What follows belongs to an exercise in optimizing a design on an open flow for small area; a production flow would make more cautious choices. RTL that was checked went through simulation tests only; none was proved equivalent to the original. The RTL of runs 4 and 5 was laid out without a check of its function.

$ cat flow/run.sh
#!/bin/bash
# Layout flow: the standard flow (standard.sh) with the synthesised netlist
# re-optimised before floorplanning. The registers (their names and cells),
# the full adders and ports are kept; only the gates between them
# change, and the logic function stays the same:
#   1. fixpol.py re-chooses the polarity of each full adder and XOR gate so
#      that the inverters Yosys's extract_fa left around them go away (a full
#      adder is self-dual; an XOR gate absorbs input inversions and can be
#      swapped for an XNOR);
#   2. ABC re-maps the remaining gates for area (deepsyn, then map -a);
#   3. fixpol.py again.
# Port buffers use buf_1; CTS inserts no dummy loads. Each tool writes its full output to a log file of its
# own in this folder.
set -euo pipefail
W=$(pwd)
R="$W/orfs/results/${FLOW_PLATFORM}/cordic_pipelined/base"
LIB="$FLOW_HOME/platforms/${FLOW_PLATFORM}/lib/sky130_fd_sc_hd__tt_025C_1v80.lib"
YOSYS="$FLOW_HOME/../tools/install/yosys/bin/yosys"
[[ -x "$YOSYS" ]] || YOSYS=yosys
PORTBUF="BUFFER_PORTS_ARGS=-buffer_cell sky130_fd_sc_hd__buf_1"
# clock tree: the standard CTS call with config.mk's clustering, without dummy loads
CTSARGS="CTS_ARGS=-sink_clustering_enable -repair_clock_nets -dont_use_dummy_load -sink_clustering_size 30 -sink_clustering_max_diameter 80 -buf_list sky130_fd_sc_hd__clkbuf_16"
DONTUSE=$(sed -n '/^export DONT_USE_CELLS/,/^$/p' "$FLOW_HOME/platforms/${FLOW_PLATFORM}/config.mk" \
  | grep -o 'sky130_fd_sc_hd__[a-z0-9_]*' | sed 's/^/-dont_use /' | tr '\n' ' ')
PERIOD_PS=$(python3 -c "print(int(round(float('$FLOW_PERIOD_NS') * 1000)))")

# 1. standard synthesis (synth_recipe.tcl), netlist only
bash standard.sh "$PORTBUF" "$R/1_2_yosys.v" > "$W/flow_01_synth.log" 2>&1
cp "$R/1_2_yosys.v" "$W/net_0_synth.v"

top_only() {  # keep only the top module of a Yosys-written netlist
  python3 - "$1" "$2" "$FLOW_TOP" <<'PY'
import re, sys
t = open(sys.argv[1]).read()
mods = re.split(r'(?=^module )', t, flags=re.M)
keep = [m for m in mods if re.match(r'module %s\s*\(' % re.escape(sys.argv[3]), m)]
assert len(keep) == 1
open(sys.argv[2], 'w').write(keep[0])
PY
}

fixpol() {  # $1 in.v $2 out.v $3 log tag
  "$YOSYS" -p "read_liberty -lib $LIB; read_verilog $1; hierarchy -top $FLOW_TOP; write_json $W/$3_in.json" > "$W/flow_$3_read.log" 2>&1
  python3 "$W/flow/fixpol.py" "$W/$3_in.json" "$W/$3_out.json" > "$W/flow_$3_fixpol.log" 2>&1
  "$YOSYS" -p "read_json $W/$3_out.json; hierarchy -top $FLOW_TOP; opt_clean; write_verilog -noattr -nohex -nodec $W/$3_all.v" > "$W/flow_$3_write.log" 2>&1
  top_only "$W/$3_all.v" "$2"
}

# 2. polarity fix
fixpol "$W/net_0_synth.v" "$W/net_1_fixpol.v" 02

# 3. area re-mapping of the gates between registers, adders and ports
cat > "$W/resyn.abc" <<ABC
strash
&get -n
&deepsyn -J 50 -T 600
&put
dch
map -a
topo
ABC
KEEP="sky130_fd_sc_hd__fa_1 sky130_fd_sc_hd__fa_2 sky130_fd_sc_hd__fa_4 sky130_fd_sc_hd__dfxtp_1 sky130_fd_sc_hd__dfxtp_2 sky130_fd_sc_hd__dfxtp_4 sky130_fd_sc_hd__conb_1"
"$YOSYS" -p "read_liberty -ignore_miss_func $LIB; read_verilog $W/net_1_fixpol.v; hierarchy -top $FLOW_TOP; \
  setattr -mod -set keep_hierarchy 1 $KEEP; flatten; opt_clean; select $FLOW_TOP; \
  abc -D $PERIOD_PS -script $W/resyn.abc -liberty $LIB $DONTUSE; select -clear; opt_clean; \
  hierarchy -top $FLOW_TOP; write_verilog -noattr -nohex -nodec $W/03_all.v" > "$W/flow_03_resyn.log" 2>&1
top_only "$W/03_all.v" "$W/net_2_resyn.v"

# 4. polarity fix again
fixpol "$W/net_2_resyn.v" "$W/net_3_fixpol.v" 04

# keep the re-optimised netlist only if it has the same registers
python3 - "$W/net_0_synth.v" "$W/net_3_fixpol.v" > "$W/flow_05_regcheck.log" 2>&1 <<'PY'
import re, sys
def regs(f):
    t = open(f).read()
    return sorted(re.findall(r'(sky130_fd_sc_hd__df\w+)\s+(\S+)\s*\(', t))
a, b = regs(sys.argv[1]), regs(sys.argv[2])
print(len(a), 'registers in synthesis,', len(b), 'after')
assert [n for _, n in a] == [n for _, n in b], 'register names differ'
PY
cp "$W/net_3_fixpol.v" "$R/1_2_yosys.v"

# 5. the rest of the standard flow, from the re-optimised netlist
bash standard.sh "$PORTBUF" "$CTSARGS" finish > "$W/flow_06_layout.log" 2>&1
$ cat flow/fixpol.py
#!/usr/bin/env python3
"""Remove inverters around full adders and XOR gates by choosing each cell's polarity.

A full adder is self-dual: FA(~a, ~b, ~c) = (~sum, ~cout). An XOR gate takes
either polarity at each input and gives either polarity at its output
(xor2 <-> xnor2). This pass reads the mapped netlist as Yosys JSON, chooses for
each such cell whether to build the complemented version, and then keeps one
inverter for each signal that some pin still needs complemented. The logic
function of every register input and output port is unchanged.

usage: fixpol.py in.json out.json
"""
import json, sys, collections

P = 'sky130_fd_sc_hd__'
src, dst = sys.argv[1], sys.argv[2]
J = json.load(open(src))
mods = J['modules']
top = [m for m in mods if mods[m].get('attributes', {}).get('top')] or \
      [m for m in mods if mods[m].get('cells')]
top = top[0]
M = mods[top]
cells = M['cells']

def is_inv(t): return t.startswith(P + 'inv_') or t.startswith(P + 'clkinv_')
def is_fa(t): return t.startswith(P + 'fa_')
XORS = {P + 'xor2_1': (P + 'xnor2_1'), P + 'xnor2_1': (P + 'xor2_1'),
        P + 'xor2_2': (P + 'xnor2_2'), P + 'xnor2_2': (P + 'xor2_2'),
        P + 'xor2_4': (P + 'xnor2_4'), P + 'xnor2_4': (P + 'xor2_4'),
        P + 'xor3_1': (P + 'xnor3_1'), P + 'xnor3_1': (P + 'xor3_1'),
        P + 'xor3_2': (P + 'xnor3_2'), P + 'xnor3_2': (P + 'xor3_2'),
        P + 'xor3_4': (P + 'xnor3_4'), P + 'xnor3_4': (P + 'xor3_4')}
OUTPINS = {'X', 'Y', 'Q', 'Q_N', 'SUM', 'COUT', 'HI', 'LO'}

def outpin(c, p):
    d = cells[c].get('port_directions')
    if d and p in d: return d[p] == 'output'
    return p in OUTPINS

# drivers and loads of every bit
drv = {}
loads = collections.defaultdict(list)
for name, port in M['ports'].items():
    for b in port['bits']:
        if port['direction'] == 'input': drv[b] = ('$port', name)
        else: loads[b].append(('$port', name))
for c, cd in cells.items():
    for p, bits in cd['connections'].items():
        for b in bits:
            if outpin(c, p): drv[b] = (c, p)
            else: loads[b].append((c, p))

inv = {c for c, cd in cells.items() if is_inv(cd['type'])}
# base signal and polarity of every bit, looking through inverters
memo = {}
def base(b):
    if b in memo: return memo[b]
    d = drv.get(b)
    if isinstance(b, str) or d is None or d[0] not in inv:
        r = (b, 0)
    else:
        a = cells[d[0]]['connections']['A'][0]
        bb, pp = base(a)
        r = (bb, pp ^ 1)
    memo[b] = r
    return r

fa = [c for c, cd in cells.items() if is_fa(cd['type'])]
xo = [c for c, cd in cells.items() if cd['type'] in XORS]
flip = {c: 0 for c in fa + xo}

# native polarity of a base bit: 1 if its driver is flipped
def native(b):
    d = drv.get(b)
    if d is not None and d[0] in flip: return flip[d[0]]
    return 0

# requirements: every non-inverter load pin needs (base, pol)
def requirements():
    req = set()
    for b, ls in loads.items():
        for (c, p) in ls:
            if c != '$port' and c in inv: continue
            bb, pp = base(b)
            if c != '$port' and c in flip:
                if cells[c]['type'] in XORS:
                    continue          # an XOR input takes either polarity
                pp ^= flip[c]
            req.add((bb, pp))
    return req

def cost():
    n = 0
    for (bb, pp) in requirements():
        if isinstance(bb, str): continue      # constants
        if pp != native(bb): n += 1
    return n

# local search over single cells and fa carry chains
def chain_groups():
    adj = collections.defaultdict(set)
    for c in fa:
        for p in ('A', 'B', 'CIN'):
            b = cells[c]['connections'][p][0]
            bb, _ = base(b)
            d = drv.get(bb)
            if d and d[0] in flip and is_fa(cells[d[0]]['type']):
                adj[c].add(d[0]); adj[d[0]].add(c)
    seen, groups = set(), []
    for c in fa:
        if c in seen: continue
        st, g = [c], []
        seen.add(c)
        while st:
            x = st.pop(); g.append(x)
            for y in adj[x]:
                if y not in seen: seen.add(y); st.append(y)
        groups.append(g)
    return groups

best = cost()
start = best
moves = [[c] for c in fa + xo] + [g for g in chain_groups() if len(g) > 1]
improved = True
while improved:
    improved = False
    for mv in moves:
        for c in mv: flip[c] ^= 1
        k = cost()
        if k < best:
            best = k; improved = True
        else:
            for c in mv: flip[c] ^= 1
print('inverters needed: %d -> %d (had %d inverter cells)' % (start, best, len(inv)), file=sys.stderr)

# rebuild: remove all inverters, flip cells, add one inverter per needed (base, 1)
allbits = [b for n in M['netnames'].values() for b in n['bits'] if isinstance(b, int)]
allbits += [b for cd in cells.values() for bits in cd['connections'].values() for b in bits if isinstance(b, int)]
allbits += [b for p in M['ports'].values() for b in p['bits'] if isinstance(b, int)]
nextbit = [max(allbits) + 1]
def newbit():
    nextbit[0] += 1
    return nextbit[0]
invout = {}
def get(bb, pp):
    """bit carrying base bb at polarity pp (relative to its native)."""
    if isinstance(bb, str):
        if pp == 0: return bb
        return {'0': '1', '1': '0'}.get(bb, bb)
    if pp == native(bb): return bb
    if bb not in invout:
        nb = newbit()
        invout[bb] = nb
    return invout[bb]

newconn = {}
orig_conn = {c: dict(cd['connections']) for c, cd in cells.items()}
for c, cd in cells.items():
    if c in inv: continue
    conn = {}
    for p, bits in cd['connections'].items():
        nb = []
        for b in bits:
            if outpin(c, p):
                nb.append(b)            # drivers keep their bit; meaning may be complemented
            else:
                bb, pp = base(b)
                if c in flip and cells[c]['type'] in XORS:
                    # take the base as it is natively; fold the difference into the gate
                    want = pp
                    have = native(bb) if not isinstance(bb, str) else 0
                    if want != have and not isinstance(bb, str):
                        flip[c] ^= 0  # handled below via parity
                    nb.append(bb if not isinstance(bb, str) else get(bb, pp))
                    continue
                if c in flip: pp ^= flip[c]
                nb.append(get(bb, pp))
        conn[p] = nb
    newconn[c] = conn
# port loads
for name, port in M['ports'].items():
    if port['direction'] == 'input': continue
    nb = []
    for b in port['bits']:
        bb, pp = base(b)
        nb.append(get(bb, pp))
    port['bits'] = nb
    if name in M['netnames']:
        M['netnames'][name]['bits'] = nb
for c, conn in newconn.items():
    cells[c]['connections'] = conn
for c in inv: del cells[c]
# XOR gates: output polarity = type parity ^ input polarity differences; choose type to give native flip
for c in xo:
    cd = cells[c]
    par = 0
    for p, bits in orig_conn[c].items():
        if outpin(c, p): continue
        for b in bits:
            bb, pp = base(b)
            if isinstance(bb, str): continue
            par ^= pp ^ native(bb)   # the input now sees native(bb) instead of pp
    # original output = T(inputs at pp); new inputs differ by par, so output flips by par;
    # we want the output to be flipped by flip[c]
    if par ^ flip[c]:
        old, new = cd['type'], XORS[cd['type']]
        oo = [p for p in cd['connections'] if outpin(c, p)][0]
        no = [p for p, v in mods[new]['ports'].items() if v['direction'] == 'output'][0]
        cd['type'] = new
        cd['connections'][no] = cd['connections'].pop(oo)
        if 'port_directions' in cd:
            cd['port_directions'] = {p: v['direction'] for p, v in mods[new]['ports'].items()}
# names of the new inverters and nets: a prefix no existing name uses
tag = 0
while any(n.startswith('fixpol%d_' % tag) for n in list(cells) + list(M['netnames'])):
    tag += 1
k = 0
for bb, ob in invout.items():
    k += 1
    assert 'fixpol%d_inv_%d' % (tag, k) not in cells
    cells['fixpol%d_inv_%d' % (tag, k)] = {
        'hide_name': 0, 'type': P + 'inv_1', 'parameters': {}, 'attributes': {},
        'port_directions': {'A': 'input', 'Y': 'output'},
        'connections': {'A': [bb], 'Y': [ob]}}
    M['netnames']['fixpol%d_n%d' % (tag, k)] = {'hide_name': 0, 'bits': [ob], 'attributes': {}}
print('inverter cells now: %d' % len(invout), file=sys.stderr)
json.dump(J, open(dst, 'w'))
$ cat config.mk
export PLATFORM = sky130hd
export DESIGN_NAME = cordic_pipelined
export DESIGN_NICKNAME = cordic_pipelined
export VERILOG_FILES = /design/flow/design.v
export SDC_FILE = /design/flow/constraint.sdc
export NUM_CORES = 4
export LEC_CHECK = 0
export CAP_MARGIN = 20
export CORE_MARGIN = 2
export CORE_UTILIZATION = 40
export CTS_BUF_LIST = sky130_fd_sc_hd__clkbuf_16
export CTS_CLUSTER_DIAMETER = 80
export CTS_CLUSTER_SIZE = 30
export GPL_TIMING_DRIVEN = 0
export SLEW_MARGIN = 20
$ cat constraint.sdc
create_clock -name core_clock -period 7.0 [get_ports {clk}]
set_input_delay 1.4000 -clock core_clock [delete_from_list [all_inputs] [get_ports {clk}]]
set_output_delay 1.4000 -clock core_clock [all_outputs]
set_load 0.01 [all_outputs]
$ cat standard.sh
#!/bin/bash
# synth_recipe.tcl (not shown) runs the flow's synth.tcl, then flattens the netlist and writes it again
# the make line also repeats each setting of config.mk as NAME=value (left out here)
make -C /OpenROAD-flow-scripts/flow DESIGN_CONFIG=/design/flow/config.mk WORK_HOME=/design/flow/orfs CLKGATE_MAP_FILE= SYNTH_SCRIPT=/design/flow/synth_recipe.tcl "${@:-finish}"
$ cat design.v
`timescale 1ns/100ps
module cordic_rca #(parameter W=16)
(
	input  [W-1:0] a, b,
	input          ci,
	output [W-1:0] s
);
	wire [W:0] c;
	assign c[0] = ci;
	genvar i;
	generate for (i = 0; i < W; i = i + 1) begin : bit_
		assign s[i]   = a[i] ^ b[i] ^ c[i];
		assign c[i+1] = (a[i] & b[i]) | (a[i] & c[i]) | (b[i] & c[i]);
	end endgenerate
endmodule
module cordic_add #(parameter N=1, parameter CS=16, parameter LA=0, parameter F=0)
(
	input  [15:0]   a,
	input  [15-N:0] bl,
	input           bh, ci,
	output [15:0]   s
);
	localparam L = 16 - N;                
	localparam T = L - F;                 
	localparam R = (CS < T) ? CS : T;     
	wire [L:0] c;
	assign c[0] = ci;
	genvar i;
	generate for (i = 0; i < R; i = i + 1) begin : lo
		assign s[i]   = a[i] ^ bl[i] ^ c[i];
		assign c[i+1] = (a[i] & bl[i]) | (a[i] & c[i]) | (bl[i] & c[i]);
	end endgenerate
	generate if (R < T) begin : sel
		wire [T:R] c0, c1;
		wire [T-1:R] s0, s1;
		assign c0[R] = 1'b0;
		assign c1[R] = 1'b1;
		for (i = R; i < T; i = i + 1) begin : b
			assign s0[i]   = a[i] ^ bl[i] ^ c0[i];
			assign c0[i+1] = (a[i] & bl[i]) | (a[i] & c0[i]) | (bl[i] & c0[i]);
			assign s1[i]   = a[i] ^ bl[i] ^ c1[i];
			assign c1[i+1] = (a[i] & bl[i]) | (a[i] & c1[i]) | (bl[i] & c1[i]);
			assign s[i]    = c[R] ? s1[i] : s0[i];
		end
		assign c[T] = c[R] ? c1[T] : c0[T];
	end endgenerate
	wire [L:T] cf;
	generate if (LA) begin : la
		for (i = T; i <= L; i = i + 1) begin : k
			assign cf[i] = lookahead(a[L-1:0], bl, ci, i);
		end
	end else begin : nola
		assign cf[T] = c[T];
		for (i = T; i < L; i = i + 1) begin : k
			assign cf[i+1] = (a[i] & bl[i]) | (a[i] & cf[i]) | (bl[i] & cf[i]);
		end
	end endgenerate
	generate for (i = T; i < L; i = i + 1) begin : top
		assign s[i] = a[i] ^ bl[i] ^ cf[i];
	end endgenerate
	wire t = cf[L] ^ bh;
	wire [N:0] p;
	assign p[0] = t;
	generate for (i = 0; i < N; i = i + 1) begin : hi
		assign s[L+i] = a[L+i] ^ p[i];
		assign p[i+1] = p[i] & (a[L+i] ^ bh);
	end endgenerate
	function lookahead(input [L-1:0] x, input [L-1:0] y, input ci, input integer j);
		reg [L-1:0] g, p;
		integer d, k;
		begin
			p = x ^ y;
			g = x;
			g[0] = p[0] ? ci : x[0];
			p[0] = 1'b0;
			for (d = 1; d < L; d = d * 2)
				for (k = L - 1; k >= d; k = k - 1) begin
					g[k] = p[k] ? g[k-d] : g[k];
					p[k] = p[k] & p[k-d];
				end
			lookahead = (j == 0) ? ci : g[j-1];
		end
	endfunction
endmodule
module cordic_cell #(parameter N=0, parameter CS=16, parameter LA=0, parameter F=0)
(
	input         d,
	input  [15:0] x_in, y_in,
	output [15:0] x_out, y_out
);
	wire [15:0] yn;
	cordic_add #(N, CS, LA, F) ax (.a(x_in),  .bl(y_in[15:N] ^ {(16-N){~d}}), .bh(y_in[15] ^ ~d), .ci(~d), .s(x_out));
	cordic_add #(N, CS, LA, F) ay (.a(~y_in), .bl(x_in[15:N] ^ {(16-N){~d}}), .bh(x_in[15] ^ ~d), .ci(~d), .s(yn));
	assign y_out = ~yn;
endmodule
module cordic_zstep #(parameter W=16, parameter SITA=0)
(
	input  [W-1:0] z_in,
	output [W-1:0] z_out
);
	wire d = z_in[W-1];
	wire [W-1:0] k = SITA;
	cordic_rca #(W) az (.a(z_in), .b(d ? k : ~k), .ci(~d), .s(z_out));
endmodule
module cordic_table
(
	input  [5:0] d,
	output [15:0]  x, y
);
	localparam [63:0] X0 = 64'h7270f1b17270f1b1;
	localparam [63:0] X1 = 64'h552c8f90a0bdf9c0;
	localparam [63:0] X2 = 64'hf9df284e9b173db2;
	localparam [63:0] X3 = 64'h8ada78ab551e595e;
	localparam [63:0] X4 = 64'hdbc9d79189eb91da;
	localparam [63:0] X5 = 64'h961fdca1853bfa68;
	localparam [63:0] X6 = 64'he88fc54bd2a3f116;
	localparam [63:0] X7 = 64'h89dfe5b3cda7fb90;
	localparam [63:0] X8 = 64'h7a6a5a12485a565f;
	localparam [63:0] X9 = 64'hc1ebf3ebd7cfd783;
	localparam [63:0] X10 = 64'hfee6dac2435b677f;
	localparam [63:0] X11 = 64'h7642cffbdff3426e;
	localparam [63:0] X12 = 64'hcf66ee77ee7766f3;
	localparam [63:0] X13 = 64'hf67ef66ff66f7e6f;
	localparam [63:0] X14 = 64'h8000800180010001;
	localparam [63:0] X15 = 64'h8000800180010001;
	localparam [63:0] Y0 = 64'he4c5a707e4c5a707;
	localparam [63:0] Y1 = 64'h0befdc00a4d830f5;
	localparam [63:0] Y2 = 64'h0c56feec9382fdc5;
	localparam [63:0] Y3 = 64'hbf4f1eff48872d08;
	localparam [63:0] Y4 = 64'h0d6c41c8ec7de94d;
	localparam [63:0] Y5 = 64'h838546f8e09d7e3c;
	localparam [63:0] Y6 = 64'h3ee5602d4bf97881;
	localparam [63:0] Y7 = 64'hac4570d964f17dc8;
	localparam [63:0] Y8 = 64'h5f3f0f8b2e0f2307;
	localparam [63:0] Y9 = 64'h687d597d416561e9;
	localparam [63:0] Y10 = 64'h57734f6b290d1115;
	localparam [63:0] Y11 = 64'h132b655d45592b37;
	localparam [63:0] Y12 = 64'h6533771177113359;
	localparam [63:0] Y13 = 64'h5317533553351735;
	localparam [63:0] Y14 = 64'heaaaeaa8eaa8aaa8;
	localparam [63:0] Y15 = 64'heaaaeaa8eaa8aaa8;
	assign x[0] = X0[d];
	assign x[1] = X1[d];
	assign x[2] = X2[d];
	assign x[3] = X3[d];
	assign x[4] = X4[d];
	assign x[5] = X5[d];
	assign x[6] = X6[d];
	assign x[7] = X7[d];
	assign x[8] = X8[d];
	assign x[9] = X9[d];
	assign x[10] = X10[d];
	assign x[11] = X11[d];
	assign x[12] = X12[d];
	assign x[13] = X13[d];
	assign x[14] = X14[d];
	assign x[15] = X15[d];
	assign y[0] = Y0[d];
	assign y[1] = Y1[d];
	assign y[2] = Y2[d];
	assign y[3] = Y3[d];
	assign y[4] = Y4[d];
	assign y[5] = Y5[d];
	assign y[6] = Y6[d];
	assign y[7] = Y7[d];
	assign y[8] = Y8[d];
	assign y[9] = Y9[d];
	assign y[10] = Y10[d];
	assign y[11] = Y11[d];
	assign y[12] = Y12[d];
	assign y[13] = Y13[d];
	assign y[14] = Y14[d];
	assign y[15] = Y15[d];
endmodule
`timescale 1ns/100ps
module cordic_pipelined
(
	input  clk,rst,
	input  signed [15:0] z,
	output signed [15:0] x,y
);
	reg [15:0] z0_r;
	always @ (posedge clk) z0_r <= z;
	wire [15:0] zn1;
	cordic_zstep #(.W(16),.SITA(12868)) zs1 (.z_in(z0_r), .z_out(zn1));
	reg [15:0] z1_r;
	reg [0:0] d1_r;
	always @ (posedge clk) begin z1_r <= zn1[15:0]; d1_r <= z0_r[15]; end
	wire [15:0] zn2;
	cordic_zstep #(.W(16),.SITA(7596)) zs2 (.z_in(z1_r), .z_out(zn2));
	reg [14:0] z2_r;
	reg [1:0] d2_r;
	always @ (posedge clk) begin z2_r <= zn2[14:0]; d2_r <= {z1_r[15], d1_r}; end
	wire [14:0] zn3;
	cordic_zstep #(.W(15),.SITA(4014)) zs3 (.z_in(z2_r), .z_out(zn3));
	reg [14:0] z3_r;
	reg [2:0] d3_r;
	always @ (posedge clk) begin z3_r <= zn3[14:0]; d3_r <= {z2_r[14], d2_r}; end
	wire [14:0] zn4;
	cordic_zstep #(.W(15),.SITA(2037)) zs4 (.z_in(z3_r), .z_out(zn4));
	reg [13:0] z4_r;
	reg [3:0] d4_r;
	always @ (posedge clk) begin z4_r <= zn4[13:0]; d4_r <= {z3_r[14], d3_r}; end
	wire [13:0] zn5;
	cordic_zstep #(.W(14),.SITA(1023)) zs5 (.z_in(z4_r), .z_out(zn5));
	wire ovf = ~(&zn5[13:10]) & (|zn5[13:10]);
	wire [8:0] dl = ovf ? {9{zn5[13]}} : {zn5[10], ~zn5[9:2]};   
	reg [13:0] d5_r;   
	always @ (posedge clk) d5_r <= {dl[0],dl[1],dl[2],dl[3],dl[4],dl[5],dl[6],dl[7],dl[8], z4_r[13], d4_r};
	reg [13:0] d7_r;
	always @ (posedge clk) d7_r <= d5_r[13:0];
	reg [13:0] d8_r;
	always @ (posedge clk) d8_r <= d7_r[13:0];
	reg [13:0] d9_r;
	always @ (posedge clk) d9_r <= d8_r[13:0];
	reg [13:0] d10_r;
	always @ (posedge clk) d10_r <= d9_r[13:0];
	wire [15:0] tx, ty;
	cordic_table tab (.d(d10_r[5:0]), .x(tx), .y(ty));
	wire [15:0] x7_c, y7_c;
	cordic_cell #(.N(6),.CS(5)) it6 (.d(d10_r[6]), .x_in(tx), .y_in(ty), .x_out(x7_c), .y_out(y7_c));
	reg [6:0] d11_r;
	always @ (posedge clk) d11_r <= d10_r[13:7];
	reg [15:0] x11_r, y11_r;
	always @ (posedge clk) begin x11_r <= x7_c; y11_r <= y7_c; end
	wire [15:0] x8_c, y8_c;
	cordic_cell #(.N(7),.LA(1),.F(1)) it7 (.d(d11_r[0]), .x_in(x11_r), .y_in(y11_r), .x_out(x8_c), .y_out(y8_c));
	wire [15:0] x9_c, y9_c;
	cordic_cell #(.N(8)) it8 (.d(d11_r[1]), .x_in(x8_c), .y_in(y8_c), .x_out(x9_c), .y_out(y9_c));
	reg [4:0] d12_r;
	always @ (posedge clk) d12_r <= d11_r[6:2];
	reg [15:0] x12_r, y12_r;
	always @ (posedge clk) begin x12_r <= x9_c; y12_r <= y9_c; end
	wire [15:0] x10_c, y10_c;
	cordic_cell #(.N(9),.LA(1)) it9 (.d(d12_r[0]), .x_in(x12_r), .y_in(y12_r), .x_out(x10_c), .y_out(y10_c));
	wire [15:0] x11_c, y11_c;
	cordic_cell #(.N(10)) it10 (.d(d12_r[1]), .x_in(x10_c), .y_in(y10_c), .x_out(x11_c), .y_out(y11_c));
	reg [2:0] d13_r;
	always @ (posedge clk) d13_r <= d12_r[4:2];
	reg [15:0] x13_r, y13_r;
	always @ (posedge clk) begin x13_r <= x11_c; y13_r <= y11_c; end
	wire [15:0] x12_c, y12_c;
	cordic_cell #(.N(11),.LA(1)) it11 (.d(d13_r[0]), .x_in(x13_r), .y_in(y13_r), .x_out(x12_c), .y_out(y12_c));
	wire [15:0] x13_c, y13_c;
	cordic_cell #(.N(12)) it12 (.d(d13_r[1]), .x_in(x12_c), .y_in(y12_c), .x_out(x13_c), .y_out(y13_c));
	reg [0:0] d14_r;
	always @ (posedge clk) d14_r <= d13_r[2:2];
	reg [15:0] x14_r, y14_r;
	always @ (posedge clk) begin x14_r <= x13_c; y14_r <= y13_c; end
	wire [15:0] x14_c, y14_c;
	cordic_cell #(.N(13)) it13 (.d(d14_r[0]), .x_in(x14_r), .y_in(y14_r), .x_out(x14_c), .y_out(y14_c));
	assign x = x14_c;
	assign y = y14_c;
endmodule
==> results by group, run 1 <==
Die
  • # rows: 72
  • Die W: 201.2 um
  • Die Ht: 201.2 um
  • # IOs: 50
  • DIE AREA: 40470 um2
  • Initial cell density of the core: 40.42%
  • Core area: 38470 um2

Layout
  • Fillers: 3790
  • Multi-input gate area: 8974 um2
  • Area Growth Syn to Fin: 10.50%
  • Final non-filler cell area: 17180 um2
  • Number of inserted diodes: 0
  • NumNets Final: 1955
  • Flip-flop and latch area: 6023 um2
  • Fraction of layout cells with a size suffix above 1: 6.264%

Routing
  • First DRT Iteration DRCs: 554
  • ANT nets after route: 0
  • Drt via density: 4.787
  • Detailed Routing Iterations Pass 1: 5
  • Via count: 11120
  • Routed wire length: 36.59 mm
  • # DRC: 0
  • Routed len/inst: 15.76 um

Critical path
  • Delay of the slowest critical-path stage: 0.43 ns
  • Startpoint Class: flop
  • R2R depth: 32
  • Required @ worst endpoint: 7.36 ns
  • CP max FO: 10
  • CP max stage cell: dfxtp_4
  • Crit. End Element: flop
  • Worst Path Arrival: 7.03 ns
  • Cell mode on critical path: nand2_1
  • Setup CP Type: flop to flop

Logic synthesis
  • Post-Syn Area: 15550 um2
  • Synth Net Count: 1869
  • Synth Warn #: 4
  • Post-Syn Instances: 1720
  • Syn avg cell area: 9.041 um2

Clock tree
  • Clock latency on the worst-skew pair: 0.51 ns
  • Max Root-Sink Buffers: 3
  • CTS Sinks: 300
  • Clock slew at reported path FFs: 0.11 ns
  • Root Buffer: clkbuf_16
  • Num CTS Buffers: 16
  • CTS tree: yes
  • H-tree depth: 1
  • Cts hold-fix bufs: 0

Hold path
  • HP Class: flop to flop
  • Hold depth: 0

STA
  • Slew headroom: 36.99%
  • Max-slew violation count: 0
  • Hold Fails Final Rpt: 0
  • Fin crit period: 6.676 ns
  • Final Cycle Share: 95.38%
  • Setup TNS: 0 ns
  • Fmax: 0.1498 GHz
  • Clk_skew: 0.06091 ns
  • RSZ-0062 raised after global routing: yes
  • Setup-failing EPs final: 0
  • Worst slew pin tran: 0.9438 ns

Global route
  • Global routing's busiest layer: met2
  • Largest net degree at the start of global routing: 31
  • Met3 GRT Util: 1.830%
  • Met1 global-route usage: 19.23%
  • Grt ovf: 0
  • Met2 usage in global routing: 34.85%
  • First-pass GRT wire length: 57.88 mm
  • Number of global-route vias before repair: 11350
  • Initial antenna violation count: 0
  • Overall Global Routing Usage: 18.11%

Placed design
  • Final Wtd Congestion: 0.9811
  • Dpl hpwl: 29.52 mm
  • IO Port Bufs: 48
  • DP Area: 16400 um2

Flow run
  • Max_cap viols: 0

Outcome
  • Status: no timing/DRC/antenna violations
-- registers in the layout, summed over array words and instances, names as in the netlist, 15 cells and up --
register  flops
x12_r        16
z1_r         16
x14_r        16
x11_r        16
y12_r        16
z3_r         15
y11_r        16
z2_r         15
z0_r         16
x13_r        16
y14_r        16
y13_r        16
-- layout make-up --
| cell class | count | share of cell area (%) |
|---|---|---|
| timing repair buffer | 68 | 1.922 |
| buffer | 6 | 0.1311 |
| multi-input combinational | 1211 | 52.22 |
| sequential | 300 | 35.05 |
| inverter | 203 | 4.566 |
| tap | 518 | 3.772 |
| clock buffer | 16 | 2.330 |
-- worst max-delay path, delay by kind of cell (launching register included) --
kind | cells | cell delay [ns]
DFF | 1 | 0.43
adders and majority gates | 7 | 2.72
and+or+nand+nor | 11 | 1.20
xor gates and xnor gates | 3 | 0.55
AOI/OAI and AO/OA | 9 | 1.38
buffers and inverters | 2 | 0.25
-- metal layers --
layer,part of all wire [%],vias to the layer above,routed length [um]
met4,6.3,0,2319
met2,52,233,19180
met5,0,-,0
li1,-,5594,-
met3,2.8,111,1015
met1,38,5177,14070
-- final timing paths --
path | start | endpoint | slack (ns)
setup / recovery | d11_r[0] | y12_r[15] | 0.32
hold / removal | d5_r[7] | d7_r[7] | 0.31
setup reg to reg | d11_r[0] | y12_r[15] | 0.32
hold reg to reg | d5_r[7] | d7_r[7] | 0.31
-- repair_timing --
| action | CTS | global route |
|---|---|---|
| pin swaps | 1 | 2 |
| setup endpoints to repair | 25 | 28 |
| gates resized for setup | 19 | 48 |
| setup buffers | 3 | 17 |
-- cells in the final DEF, fill, tap and decap left out, drive strengths merged, types with 8 or more instances in the layout --
cell type / count
a21oi: 78
xor2: 135
buf: 74
o211ai: 9
clkbuf: 16
or2: 10
nand3: 45
xnor2: 137
nor3: 14
o22ai: 10
nand4: 9
dfxtp: 300
a31oi: 8
inv: 197
fa: 131
nand2: 236
o31ai: 8
nor2: 229
o21ai: 87
-- through the flow --
| stage | instances | worst slack (ns) | utilization, % | hold WS (ns) |
|---|---|---|---|---|
| 2_1_floorplan | 1720 | 0.2717 | - | 0.3096 |
| 3_3_place_gp | 2286 | -0.8673 | 42.58 | 0.3099 |
| 3_5_place_dp | 2286 | -0.7754 | 42.63 | 0.3121 |
| 4_1_cts | 2305 | 0.006724 | 43.89 | 0.3121 |
| 5_1_grt | 2322 | -0.03730 | 44.67 | 0.3188 |
| 6_report | 2322 | 0.3237 | 44.67 | 0.3082 |
==> inputs of run 2 (changes only) <==
--- a/flow/run.sh
+++ b/flow/run.sh
@@ -20,5 +20,5 @@
 PORTBUF="BUFFER_PORTS_ARGS=-buffer_cell sky130_fd_sc_hd__buf_1"
 # clock tree: the standard CTS call with config.mk's clustering, without dummy loads
-CTSARGS="CTS_ARGS=-sink_clustering_enable -repair_clock_nets -dont_use_dummy_load -sink_clustering_size 30 -sink_clustering_max_diameter 80 -buf_list sky130_fd_sc_hd__clkbuf_16"
+CTSARGS="CTS_ARGS=-sink_clustering_enable -repair_clock_nets -dont_use_dummy_load -sink_clustering_size 20 -sink_clustering_max_diameter 60 -buf_list sky130_fd_sc_hd__clkbuf_8"
 DONTUSE=$(sed -n '/^export DONT_USE_CELLS/,/^$/p' "$FLOW_HOME/platforms/${FLOW_PLATFORM}/config.mk" \
   | grep -o 'sky130_fd_sc_hd__[a-z0-9_]*' | sed 's/^/-dont_use /' | tr '\n' ' ')
--- a/config.mk
+++ b/config.mk
@@ -9,7 +9,7 @@
 export CORE_MARGIN = 2
 export CORE_UTILIZATION = 40
-export CTS_BUF_LIST = sky130_fd_sc_hd__clkbuf_16
-export CTS_CLUSTER_DIAMETER = 80
-export CTS_CLUSTER_SIZE = 30
+export CTS_BUF_LIST = sky130_fd_sc_hd__clkbuf_8
+export CTS_CLUSTER_DIAMETER = 60
+export CTS_CLUSTER_SIZE = 20
 export GPL_TIMING_DRIVEN = 0
 export SLEW_MARGIN = 20
==> results by group, run 2 <==
Outcome
  • Status: no timing/DRC/antenna violations

Clock tree
  • Max Root-Sink Buffers: 3
  • CTS Sinks: 300
  • H-tree depth: 1
  • CTS tree: yes
  • Clock latency on the worst-skew pair: 0.58 ns
  • Clock slew at reported path FFs: 0.11 ns
  • Num CTS Buffers: 26
  • Root Buffer: clkbuf_8

STA
  • Max-slew violation count: 0
  • Setup-failing EPs final: 0
  • Hold Fails Final Rpt: 0
  • Final Cycle Share: 94.89%
  • Worst slew pin tran: 0.9371 ns
  • Slack of the critical path: 0.3574 ns
  • Slew headroom: 37.44%
  • Clk_skew: 0.08869 ns
  • Fin crit period: 6.643 ns
  • Fmax: 0.1505 GHz

Logic synthesis
  • Post-Syn Area: 15550 um2
  • Synth Warn #: 4
  • Synth Net Count: 1869
  • Syn avg cell area: 9.041 um2
  • Post-Syn Instances: 1720

Placed design
  • Dpl hpwl: 29.52 mm
  • Pre-CTS WS: -0.7754 ns
  • Final Wtd Congestion: 0.9811
  • IO Port Bufs: 48

Die
  • DIE AREA: 40470 um2
  • Core area: 38470 um2
  • Die Ht: 201.2 um
  • # rows: 72
  • Die W: 201.2 um
  • # IOs: 50
  • Initial cell density of the core: 40.42%

Critical path
  • CP max FO: 16
  • Setup slack, reg-to-reg: 0.36 ns
  • Critical Path Start: d10_r[2]
  • Setup CP Type: flop to flop
  • Reg-to-reg startpoint: d10_r[2]
  • Crit. End Element: flop
  • Required @ worst endpoint: 7.45 ns
  • Worst Path Arrival: 7.09 ns
  • R2R depth: 26
  • Startpoint Class: flop

Global route
  • Grt ovf: 0
  • Overall Global Routing Usage: 18.25%
  • Initial antenna violation count: 0
  • First-pass GRT wire length: 58.13 mm
  • Largest net degree at the start of global routing: 21
  • Number of global-route vias before repair: 11440

Routing
  • Detailed Routing Iterations Pass 1: 5
  • Drt via density: 4.792
  • ANT nets after route: 0
  • Via count: 11180
  • # DRC: 0
  • First DRT Iteration DRCs: 550
  • Routed wire length: 36.76 mm
  • Routed len/inst: 15.76 um

Layout
  • Commonest cells after routing, fill and taps aside: dfxtp_1 (289), nand2_1 (236), nor2_1 (217)
  • Flip-flop and latch area: 6025 um2
  • Fillers: 3797
  • Number of inserted diodes: 0
  • Commonest non-fill, non-tap cell in the layout: dfxtp_1
  • Fraction of layout cells with a size suffix above 1: 6.946%
  • Multi-input gate area: 8961 um2
  • NumNets Final: 1965
  • Area Growth Syn to Fin: 10.13%
  • Final Core Density: 44.52%

Hold path
  • HP Class: flop to flop
  • Hold depth: 0
  • Min-delay src: d9_r[11]

Flow run
  • Max_cap viols: 0
[run 2: stage by stage]
step	TNS (ns)	instance area, um2	hold slack, ns	cells
floorplan	0	15550	0.3096	1720
global placement	-9.361	16380	0.3099	2286
detailed placement	-7.547	16400	0.3121	2286
CTS	0	16830	0.2946	2315
global route	-0.1112	17130	0.3021	2332
finish	0	17130	0.2905	2332
[run 2: path summary, 6_finish.rpt]
check	endpoint
worst min-delay path	d10_r[11]
worst max-delay path	x11_r[11]
worst max register to register	x11_r[11]
worst min register to register	d10_r[11]
[run 2: layer usage]
layer	up-vias	part of all wire [%]	track usage, %	wire length, um
met5	-	0	0	0
met4	0	6.6	10.95	2417
met3	114	3.1	2.170	1153
met2	257	52	34.81	19210
met1	5188	38	19.11	13980
li1	5616	-	-	-
[run 2: area by class of cell]
cell class	count	share of cell area, %
repair buffers	68	1.929
well taps	518	3.785
inverters	203	4.559
clock buffers	26	2.090
multi-input cells	1211	52.33
flip-flops and latches	300	35.18
plain buffers	6	0.1315
[run 2: what timing repair did]
action                                  4_1_cts  5_1_grt
pin swaps                                     1        7
resized for setup                            15       52
hold buffers                                  0        0
setup buffers                                 3       17
endpoints found under the setup margin       25       30
[run 2: critical path: stages, from the launching register on]
cell        delay, ns
dfxtp_2          0.63
clkinvlp_4       0.53
nor2_2           0.60
inv_1            0.23
nor2_1           0.13
inv_1            0.09
nor2_1           0.26
nor4_1           0.15
o2111ai_1        0.32
xor2_1           0.19
fa_1             0.46
fa_1             0.39
fa_1             0.41
fa_1             0.40
nor2_1           0.15
a21oi_1          0.08
inv_1            0.07
maj3_1           0.20
nor3_1           0.06
o21ai_0          0.37
or3_2            0.21
nor2_1           0.07
inv_1            0.11
nand2_1          0.12
nand2_1          0.08
nand2_1          0.06
xor2_1           0.14
==> inputs of run 3 (changes only) <==
--- a/flow/run.sh
+++ b/flow/run.sh
@@ -8,5 +8,5 @@
 #      adder is self-dual; an XOR gate absorbs input inversions and can be
 #      swapped for an XNOR);
-#   2. ABC re-maps the remaining gates for area (deepsyn, then map -a);
+#   2. ABC re-maps the remaining gates for area (deepsyn, then amap);
 #   3. fixpol.py again.
 # Port buffers use buf_1; CTS inserts no dummy loads. Each tool writes its full output to a log file of its
@@ -57,5 +57,5 @@
 &put
 dch
-map -a
+amap
 topo
 ABC
==> results by group, run 3 <==
Outcome
  • Status: no timing/DRC/antenna violations

Critical path
  • Crit. End Element: flop
  • R2R depth: 35
  • Startpoint Class: flop
  • Reg-to-reg startpoint: d11_r[0]
  • FF-to-FF End: y12_r[15]
  • Setup CP Type: flop to flop
  • CP max FO: 5
  • CP max stage cell: dfxtp_4
  • Cell mode on critical path: fa_2
  • Delay of the slowest critical-path stage: 0.46 ns
  • Worst Path Arrival: 7.24 ns
  • Required @ worst endpoint: 7.40 ns
  • Setup slack, reg-to-reg: 0.16 ns

Hold path
  • Hold depth: 0
  • Worst Hold End: d10_r[2]
  • Min-delay src: d9_r[2]
  • HP Class: flop to flop

Die
  • # IOs: 50
  • # rows: 71
  • Initial cell density of the core: 40.34%
  • Die Ht: 198.4 um
  • DIE AREA: 39380 um2
  • Die W: 198.4 um
  • Core area: 37490 um2

Layout
  • Area Growth Syn to Fin: 16.80%
  • Final cell count without fillers: 2436
  • NumNets Final: 2076
  • Multi-input gate area: 8869 um2
  • Commonest cells after routing, fill and taps aside: dfxtp_1 (289), nor2_1 (281), inv_1 (221)
  • Fraction of layout cells with a size suffix above 1: 12.73%
  • Number of inserted diodes: 0
  • Commonest non-fill, non-tap cell in the layout: dfxtp_1
  • Fillers: 3692
  • Final non-filler cell area: 17660 um2
  • Flip-flop and latch area: 6042 um2

STA
  • Clk_skew: 0.07743 ns
  • Fmax: 0.1462 GHz
  • Max-slew violation count: 0
  • Worst slew pin tran: 1.060 ns
  • Final Cycle Share: 97.73%
  • Setup-failing EPs final: 0
  • Fin crit period: 6.841 ns
  • Slew headroom: 29.08%
  • Hold Fails Final Rpt: 0
  • RSZ-0062 raised after global routing: yes

Logic synthesis
  • Synth Warn #: 4
  • Post-Syn Area: 15120 um2
  • Post-Syn Instances: 1775
  • Syn avg cell area: 8.519 um2
  • Synth Net Count: 1924

Routing
  • Detailed Routing Iterations Pass 1: 5
  • Routed wire length: 40.13 mm
  • Routed len/inst: 16.47 um
  • Drt via density: 5.280
  • Via count: 12860
  • First DRT Iteration DRCs: 815
  • # DRC: 0
  • ANT nets after route: 0

Clock tree
  • CTS Sinks: 300
  • Num CTS Buffers: 24
  • Root Buffer: clkbuf_8
  • Clock slew at reported path FFs: 0.11 ns
  • Clock latency on the worst-skew pair: 0.57 ns
  • CTS tree: yes
  • H-tree depth: 1
  • Max Root-Sink Buffers: 3

Placed design
  • Final Wtd Congestion: 0.9759
  • Dpl hpwl: 30.48 mm
  • Placed Cells: 2335
  • IO Port Bufs: 48
  • DP Area: 15970 um2

Global route
  • Global routing's busiest layer: met2
  • Largest net degree at the start of global routing: 21
  • Met2 usage in global routing: 38.05%
  • Overall Global Routing Usage: 20.09%
  • Grt ovf: 0
  • First-pass GRT wire length: 62.25 mm
  • Initial antenna violation count: 0
  • Number of global-route vias before repair: 12530
  • Met1 global-route usage: 21.27%
  • Met3 GRT Util: 2.221%

Flow run
  • Max_cap viols: 0
run 3: worst max-delay path, delay by kind of cell, from the launching register on:
| kind | cells | cell delay, ns |
|---|---|---|
| AOI/OAI and AO/OA | 15 | 1.88 |
| adders and majority gates | 7 | 2.59 |
| buffers and inverters | 3 | 0.35 |
| DFF | 1 | 0.46 |
| and+or+nand+nor | 10 | 1.36 |
run 3: worst max path at each step:
stage | from | endpoint
2_1_floorplan | d11_r[0] | y12_r[15]
4_1_cts | d11_r[0] | y12_r[15]
6_report | d11_r[0] | y12_r[15]
3_5_place_dp | d10_r[4] | x11_r[11]
5_1_grt | d11_r[0] | y12_r[15]
3_3_place_gp | d10_r[1] | x11_r[11]
run 3: timing repair:
item	4_1_cts	5_1_grt
resized for setup	81	118
gates cloned	0	2
hold buffers	0	0
pin swaps	10	34
buffers inserted	26	51
endpoints found under the setup margin	34	40
run 3: metrics by stage:
stage	setup slack, ns	hold slack [ns]	TNS (ns)	util (%)
after detailed placement	-1.360	0.3121	-17.04	42.59
after global routing	-0.2350	0.2400	-1.021	47.12
final	0.1587	0.2619	0	47.12
after CTS	0.003138	0.2548	0	44.83
after floorplan	0.02774	0.3095	0	-
after global placement	-1.833	0.3098	-25.70	42.54
run 3: area by class of cell:
class	count	area share [%]
Sequential cell	300	34.21
Clock buffer	24	1.870
Timing Repair Buffer	124	4.576
Tap cell	511	3.620
Timing Repair inverter	2	0.05667
Inverter	239	5.334
Buffer	6	0.1275
Multi-Input combinational cell	1230	50.21
run 3: layer usage:
metal | vias to the layer above | wire length [um]
met5 | - | 0
met4 | 0 | 2475
met3 | 150 | 1565
met2 | 332 | 20840
met1 | 5962 | 15250
li1 | 6418 | -
==> inputs of run 4 (changes only) <==
--- a/design.v
+++ b/design.v
@@ -219,5 +219,5 @@
 	cordic_table tab (.d(d10_r[5:0]), .x(tx), .y(ty));
 	wire [15:0] x7_c, y7_c;
-	cordic_cell #(.N(6),.CS(5)) it6 (.d(d10_r[6]), .x_in(tx), .y_in(ty), .x_out(x7_c), .y_out(y7_c));
+	cordic_cell #(.N(6),.CS(7)) it6 (.d(d10_r[6]), .x_in(tx), .y_in(ty), .x_out(x7_c), .y_out(y7_c));
 	reg [6:0] d11_r;
 	always @ (posedge clk) d11_r <= d10_r[13:7];
--- a/flow/run.sh
+++ b/flow/run.sh
@@ -8,5 +8,5 @@
 #      adder is self-dual; an XOR gate absorbs input inversions and can be
 #      swapped for an XNOR);
-#   2. ABC re-maps the remaining gates for area (deepsyn, then amap);
+#   2. ABC re-maps the remaining gates for area (deepsyn, then map -a);
 #   3. fixpol.py again.
 # Port buffers use buf_1; CTS inserts no dummy loads. Each tool writes its full output to a log file of its
@@ -57,5 +57,5 @@
 &put
 dch
-amap
+map -a
 topo
 ABC
==> results by group, run 4 <==
Routing
  • First DRT Iteration DRCs: 733
  • Detailed Routing Iterations Pass 1: 7
  • Drt via density: 4.849
  • ANT nets after route: 0
  • Via count: 11590
  • Routed len/inst: 15.64 um
  • # DRC: 0
  • Routed wire length: 37.38 mm

Die
  • Die W: 202.4 um
  • # rows: 72
  • Core area: 38740 um2
  • DIE AREA: 40950 um2
  • Initial cell density of the core: 40.63%
  • # IOs: 50
  • Die Ht: 202.4 um

Layout
  • Number of inserted diodes: 0
  • Fraction of layout cells with a size suffix above 1: 7.532%
  • Final non-filler cell area: 17510 um2
  • Final cell count without fillers: 2390
  • Fillers: 3817
  • Commonest cells after routing, fill and taps aside: dfxtp_1 (289), nand2_1 (226), nor2_1 (219)
  • Area Growth Syn to Fin: 11.25%
  • Commonest non-fill, non-tap cell in the layout: dfxtp_1
  • NumNets Final: 2027
  • Final Core Density: 45.20%

Critical path
  • CP max FO: 10
  • Reg-to-reg startpoint: z0_r[15]
  • Crit. End Element: flop
  • Cell mode on critical path: fa_1
  • CP cell instances: clkinvlp_4, buf_4, buf_1, fa_1, fa_1, o21ai_0, nand2_1, fa_1, fa_1, fa_1, fa_1, fa_1, fa_1, fa_1, fa_1, fa_1, fa_1, fa_1
  • Startpoint Class: flop
  • Critical Path Start: z0_r[15]
  • CP max stage cell: dfxtp_1
  • Worst Path Arrival: 7.08 ns
  • Required @ worst endpoint: 7.38 ns
  • R2R depth: 18
  • Setup CP Type: flop to flop
  • Delay of the slowest critical-path stage: 0.66 ns

Clock tree
  • Clock slew at reported path FFs: 0.11 ns
  • CTS Sinks: 300
  • Num CTS Buffers: 23
  • H-tree depth: 1
  • Max Root-Sink Buffers: 3
  • Cts hold-fix bufs: 0
  • CTS tree: yes
  • Clock latency on the worst-skew pair: 0.57 ns
  • Root Buffer: clkbuf_8

Flow run
  • Max_cap viols: 0

STA
  • Fin crit period: 6.703 ns
  • Final Cycle Share: 95.76%
  • Slack of the critical path: 0.2967 ns
  • Worst slew pin tran: 1.071 ns
  • Slew headroom: 26.73%
  • Setup-failing EPs final: 0
  • Hold Fails Final Rpt: 0
  • Max-slew violation count: 0
  • Clk_skew: 0.09314 ns
  • Fmax: 0.1492 GHz

Placed design
  • Pre-CTS WS: -0.8080 ns
  • DP Area: 16580 um2
  • IO Port Bufs: 48
  • Final Wtd Congestion: 0.9715
  • Dpl hpwl: 29.67 mm
  • Placed Cells: 2319

Logic synthesis
  • Synth Net Count: 1905
  • Post-Syn Instances: 1752
  • Syn avg cell area: 8.983 um2
  • Synth Warn #: 4
  • Post-Syn Area: 15740 um2

Global route
  • Largest net degree at the start of global routing: 21
  • Overall Global Routing Usage: 18.03%
  • Number of global-route vias before repair: 11430
  • Initial antenna violation count: 0
  • First-pass GRT wire length: 58.39 mm
  • Grt ovf: 0

Outcome
  • Status: no timing/DRC/antenna violations

Hold path
  • Hold depth: 0
  • Min-delay src: d7_r[8]
  • HP Class: flop to flop
[run 4: per-stage QoR]
step	hold slack [ns]	TNS, ns
2_1_floorplan	0.3096	0
3_3_place_gp	0.3109	-17.72
3_5_place_dp	0.3121	-5.585
4_1_cts	0.2614	0
5_1_grt	0.2672	-0.05382
6_report	0.2594	0
[run 4: metal layers]
metal	global-route usage [%]	part of all wire, %
met1	18.70	37
met2	35.51	53
met3	1.967	4.2
met4	9.046	5.2
met5	0	0
[run 4: final timing paths]
check	end	slack, ns
max	z1_r[14]	0.30
min	d8_r[8]	0.26
max reg2reg	z1_r[14]	0.30
min reg2reg	d8_r[8]	0.26
[run 4: area by class of cell]
class / instances / area, um2 / area share, %
plain buffers: 6 / 22.52 / 0.1286
clock buffers: 23 / 316.6 / 1.808
inverters: 216 / 844.6 / 4.824
multi-input cells: 1230 / 9066 / 51.78
flip-flops and latches: 300 / 6040 / 34.50
well taps: 518 / 648.1 / 3.702
repair buffers: 97 / 570.5 / 3.259
[run 4: critical path, delay by kind of cell, from the launching register on]
kind,cells,cell delay [ns]
flops,1,0.66
fa+ha+maj,13,5.15
buf+inv,3,0.47
compound gates,1,0.19
simple gates,1,0.09
[run 4: timing repair]
action / in CTS / in global routing
gates resized for setup: 23 / 39
endpoints found under the setup margin: 17 / 27
pin swaps: 0 / 6
cloned: 0 / 0
buffers inserted: 12 / 36
==> inputs of run 5 (changes only) <==
--- a/design.v
+++ b/design.v
@@ -219,5 +219,5 @@
 	cordic_table tab (.d(d10_r[5:0]), .x(tx), .y(ty));
 	wire [15:0] x7_c, y7_c;
-	cordic_cell #(.N(6),.CS(7)) it6 (.d(d10_r[6]), .x_in(tx), .y_in(ty), .x_out(x7_c), .y_out(y7_c));
+	cordic_cell #(.N(6),.CS(5)) it6 (.d(d10_r[6]), .x_in(tx), .y_in(ty), .x_out(x7_c), .y_out(y7_c));
 	reg [6:0] d11_r;
 	always @ (posedge clk) d11_r <= d10_r[13:7];
@@ -225,29 +225,29 @@
 	always @ (posedge clk) begin x11_r <= x7_c; y11_r <= y7_c; end
 	wire [15:0] x8_c, y8_c;
-	cordic_cell #(.N(7),.LA(1),.F(1)) it7 (.d(d11_r[0]), .x_in(x11_r), .y_in(y11_r), .x_out(x8_c), .y_out(y8_c));
+	cordic_cell #(.N(7)) it7 (.d(d11_r[0]), .x_in(x11_r), .y_in(y11_r), .x_out(x8_c), .y_out(y8_c));
+	reg [5:0] d12_r;
+	always @ (posedge clk) d12_r <= d11_r[6:1];
+	reg [15:0] x12_r, y12_r;
+	always @ (posedge clk) begin x12_r <= x8_c; y12_r <= y8_c; end
 	wire [15:0] x9_c, y9_c;
-	cordic_cell #(.N(8)) it8 (.d(d11_r[1]), .x_in(x8_c), .y_in(y8_c), .x_out(x9_c), .y_out(y9_c));
-	reg [4:0] d12_r;
-	always @ (posedge clk) d12_r <= d11_r[6:2];
-	reg [15:0] x12_r, y12_r;
-	always @ (posedge clk) begin x12_r <= x9_c; y12_r <= y9_c; end
+	cordic_cell #(.N(8),.LA(1)) it8 (.d(d12_r[0]), .x_in(x12_r), .y_in(y12_r), .x_out(x9_c), .y_out(y9_c));
 	wire [15:0] x10_c, y10_c;
-	cordic_cell #(.N(9),.LA(1)) it9 (.d(d12_r[0]), .x_in(x12_r), .y_in(y12_r), .x_out(x10_c), .y_out(y10_c));
+	cordic_cell #(.N(9)) it9 (.d(d12_r[1]), .x_in(x9_c), .y_in(y9_c), .x_out(x10_c), .y_out(y10_c));
+	reg [3:0] d13_r;
+	always @ (posedge clk) d13_r <= d12_r[5:2];
+	reg [15:0] x13_r, y13_r;
+	always @ (posedge clk) begin x13_r <= x10_c; y13_r <= y10_c; end
 	wire [15:0] x11_c, y11_c;
-	cordic_cell #(.N(10)) it10 (.d(d12_r[1]), .x_in(x10_c), .y_in(y10_c), .x_out(x11_c), .y_out(y11_c));
-	reg [2:0] d13_r;
-	always @ (posedge clk) d13_r <= d12_r[4:2];
-	reg [15:0] x13_r, y13_r;
-	always @ (posedge clk) begin x13_r <= x11_c; y13_r <= y11_c; end
+	cordic_cell #(.N(10),.LA(1)) it10 (.d(d13_r[0]), .x_in(x13_r), .y_in(y13_r), .x_out(x11_c), .y_out(y11_c));
 	wire [15:0] x12_c, y12_c;
-	cordic_cell #(.N(11),.LA(1)) it11 (.d(d13_r[0]), .x_in(x13_r), .y_in(y13_r), .x_out(x12_c), .y_out(y12_c));
+	cordic_cell #(.N(11)) it11 (.d(d13_r[1]), .x_in(x11_c), .y_in(y11_c), .x_out(x12_c), .y_out(y12_c));
+	reg [1:0] d14_r;
+	always @ (posedge clk) d14_r <= d13_r[3:2];
+	reg [15:0] x14_r, y14_r;
+	always @ (posedge clk) begin x14_r <= x12_c; y14_r <= y12_c; end
 	wire [15:0] x13_c, y13_c;
-	cordic_cell #(.N(12)) it12 (.d(d13_r[1]), .x_in(x12_c), .y_in(y12_c), .x_out(x13_c), .y_out(y13_c));
-	reg [0:0] d14_r;
-	always @ (posedge clk) d14_r <= d13_r[2:2];
-	reg [15:0] x14_r, y14_r;
-	always @ (posedge clk) begin x14_r <= x13_c; y14_r <= y13_c; end
+	cordic_cell #(.N(12),.LA(1)) it12 (.d(d14_r[0]), .x_in(x14_r), .y_in(y14_r), .x_out(x13_c), .y_out(y13_c));
 	wire [15:0] x14_c, y14_c;
-	cordic_cell #(.N(13)) it13 (.d(d14_r[0]), .x_in(x14_r), .y_in(y14_r), .x_out(x14_c), .y_out(y14_c));
+	cordic_cell #(.N(13)) it13 (.d(d14_r[1]), .x_in(x13_c), .y_in(y13_c), .x_out(x14_c), .y_out(y14_c));
 	assign x = x14_c;
 	assign y = y14_c;
==> results by group, run 5 <==
Routing
  • Top Metal Used: met4
  • Routed wire length: 37.32 mm
  • # DRC: 0
  • ANT nets after route: 0
  • Met1 Wirelength: 13.99 mm
  • Met3 routed WL: 1.607 mm
  • First DRT Iteration DRCs: 635
  • Drt via density: 4.890
  • Via count: 11350
  • Met2 wire length: 19.49 mm
  • Routed len/inst: 16.08 um
  • Detailed Routing Iterations Pass 1: 5

Clock tree
  • Cts hold-fix bufs: 0
  • CTS Sinks: 303
  • Root Buffer: clkbuf_8
  • Clock slew at reported path FFs: 0.09 ns
  • CTS tree: yes
  • Clock latency on the worst-skew pair: 0.56 ns
  • Num CTS Buffers: 24
  • Max Root-Sink Buffers: 3
  • H-tree depth: 1

Critical path
  • Delay of the slowest critical-path stage: 0.55 ns
  • Required @ worst endpoint: 5.60 ns
  • CP max FO: 4
  • Cell mode on critical path: nand2_1
  • Crit. End Element: output pin
  • CP max stage cell: dfxtp_1
  • Setup CP Type: flop to output pin
  • Startpoint Class: flop
  • Worst Path Arrival: 5.27 ns

STA
  • Max-slew violation count: 0
  • Slack of the critical path: 0.3269 ns
  • Fmax: 0.1499 GHz
  • Fin crit period: 6.673 ns
  • RSZ-0062 raised after global routing: yes
  • Setup-failing EPs final: 0
  • Setup TNS: 0 ns
  • Slew headroom: 36.62%
  • Final Cycle Share: 95.33%
  • Worst slew pin tran: 0.9420 ns
  • Clk_skew: 0.09370 ns
  • Hold Fails Final Rpt: 0

Hold path
  • HP Class: flop to flop

Global route
  • Overall Global Routing Usage: 18.32%
  • Number of global-route vias before repair: 11570
  • First-pass GRT wire length: 58.57 mm
  • Grt ovf: 0
  • Largest net degree at the start of global routing: 22
  • Initial antenna violation count: 0

Layout
  • NumNets Final: 1963
  • Fraction of layout cells with a size suffix above 1: 9.779%
  • Final non-filler cell area: 17320 um2
  • Multi-input gate area: 8881 um2
  • Commonest cells after routing, fill and taps aside: dfxtp_1 (289), nand2_1 (214), inv_1 (203)
  • Fillers: 3716
  • Flip-flop and latch area: 6103 um2
  • Area Growth Syn to Fin: 12.30%
  • Commonest non-fill, non-tap cell in the layout: dfxtp_1
  • Number of inserted diodes: 0

Outcome
  • Status: no timing/DRC/antenna violations

Die
  • Initial cell density of the core: 40.75%
  • DIE AREA: 40140 um2
  • Die W: 200.4 um
  • # IOs: 50
  • Core area: 37840 um2
  • Die Ht: 200.4 um
  • # rows: 71

Flow run
  • Max_cap viols: 0

Logic synthesis
  • Post-Syn Instances: 1697
  • Synth Net Count: 1848
  • Syn avg cell area: 9.087 um2
  • Synth Warn #: 4
  • Post-Syn Area: 15420 um2

Placed design
  • Dpl hpwl: 29.26 mm
  • IO Port Bufs: 48
  • Final Wtd Congestion: 0.9445
  • DP Area: 16250 um2
  • Pre-CTS WS: -0.8878 ns
==> run 5: final timing paths <==
| kind | startpoint | endpoint | slack [ns] | cells after the start |
|---|---|---|---|---|
| worst min-delay path | d4_r[3] | d5_r[3] | 0.30 | 0 |
| worst max-delay path | y14_r[14] | y[15] | 0.33 | 28 |
| worst max register to register | d10_r[3] | y11_r[13] | 0.34 | 27 |
| worst min register to register | d4_r[3] | d5_r[3] | 0.30 | 0 |
==> run 5: per-stage QoR <==
step | utilization, % | hold WS, ns | std cells
global route | 45.76 | 0.3172 | 2321
finish | 45.76 | 0.3048 | 2321
floorplan | - | 0.3096 | 1697
detailed placement | 42.93 | 0.3121 | 2256
global placement | 42.91 | 0.3106 | 2256
CTS | 44.57 | 0.3009 | 2294
==> run 5: final cells by class <==
type	instances	area share [%]
tap	511	3.692
clock buffer	24	1.907
inverter	213	4.768
timing repair inverter	1	0.02890
multi-input combinational	1175	51.28
buffer	6	0.1300
timing repair buffer	88	2.948
sequential	303	35.24
==> run 5: metal layers <==
metal  vias up  GRT usage (%)
met2       312          35.01
met4         0          10.71
li1       5595              -
met1      5321          19.12
met5         -              0
met3       122          2.376
==> run 5: what timing repair did <==
item	in CTS	in global routing
resized for setup	54	75
buffers inserted	14	26
pin swaps	2	14
endpoints found under the setup margin	41	39
gates cloned	0	1
==> run 5: critical path, delay by kind of cell, from the launching register on <==
family                     cells  cell delay [ns]
buffers and inverters          2             0.22
xor gates and xnor gates       4             0.66
muxes                          1             0.37
and+or+nand+nor               15             1.81
DFF                            1             0.55
adders and majority gates      2             0.72
AOI/OAI and AO/OA              4             0.43

-- port drivers added, routing unchanged --
The results above use ideal ports. As a check the final layouts listed here were re-extracted and re-timed, cells and wires unchanged. Step 1 (the two cells are an assumption about what drives the block):
set clk [get_ports {clk}]
set_driving_cell -lib_cell sky130_fd_sc_hd__clkbuf_16 $clk
set_driving_cell -lib_cell sky130_fd_sc_hd__buf_2 [delete_from_list [all_inputs] $clk]
Step 2 times the ports against the registers' clock, not the clock port: input delays grow and output delays shrink by t, the midpoint of the rising clock arrivals with the driver on. a / b / c = ideal ports / drivers / drivers and shift; a / b = the first two.
run | t, ns | setup slack, ns | worst setup path after step 2 | latest minus earliest clock arrival (ns)
run 1 | 0.532 | 0.324 / 0.324 / 0.324 | register to register | 0.062 / 0.061
run 2 | 0.597 | 0.357 / 0.357 / 0.357 | register to register | 0.113 / 0.113
run 3 | 0.578 | 0.159 / 0.159 / 0.159 | register to register | 0.081 / 0.081
run 4 | 0.565 | 0.297 / 0.297 / 0.297 | register to register | 0.093 / 0.093
run 5 | 0.564 | 0.327 / 0.279 / 0.335 | register to register | 0.100 / 0.100
After both steps setup and hold are still met in every run listed.
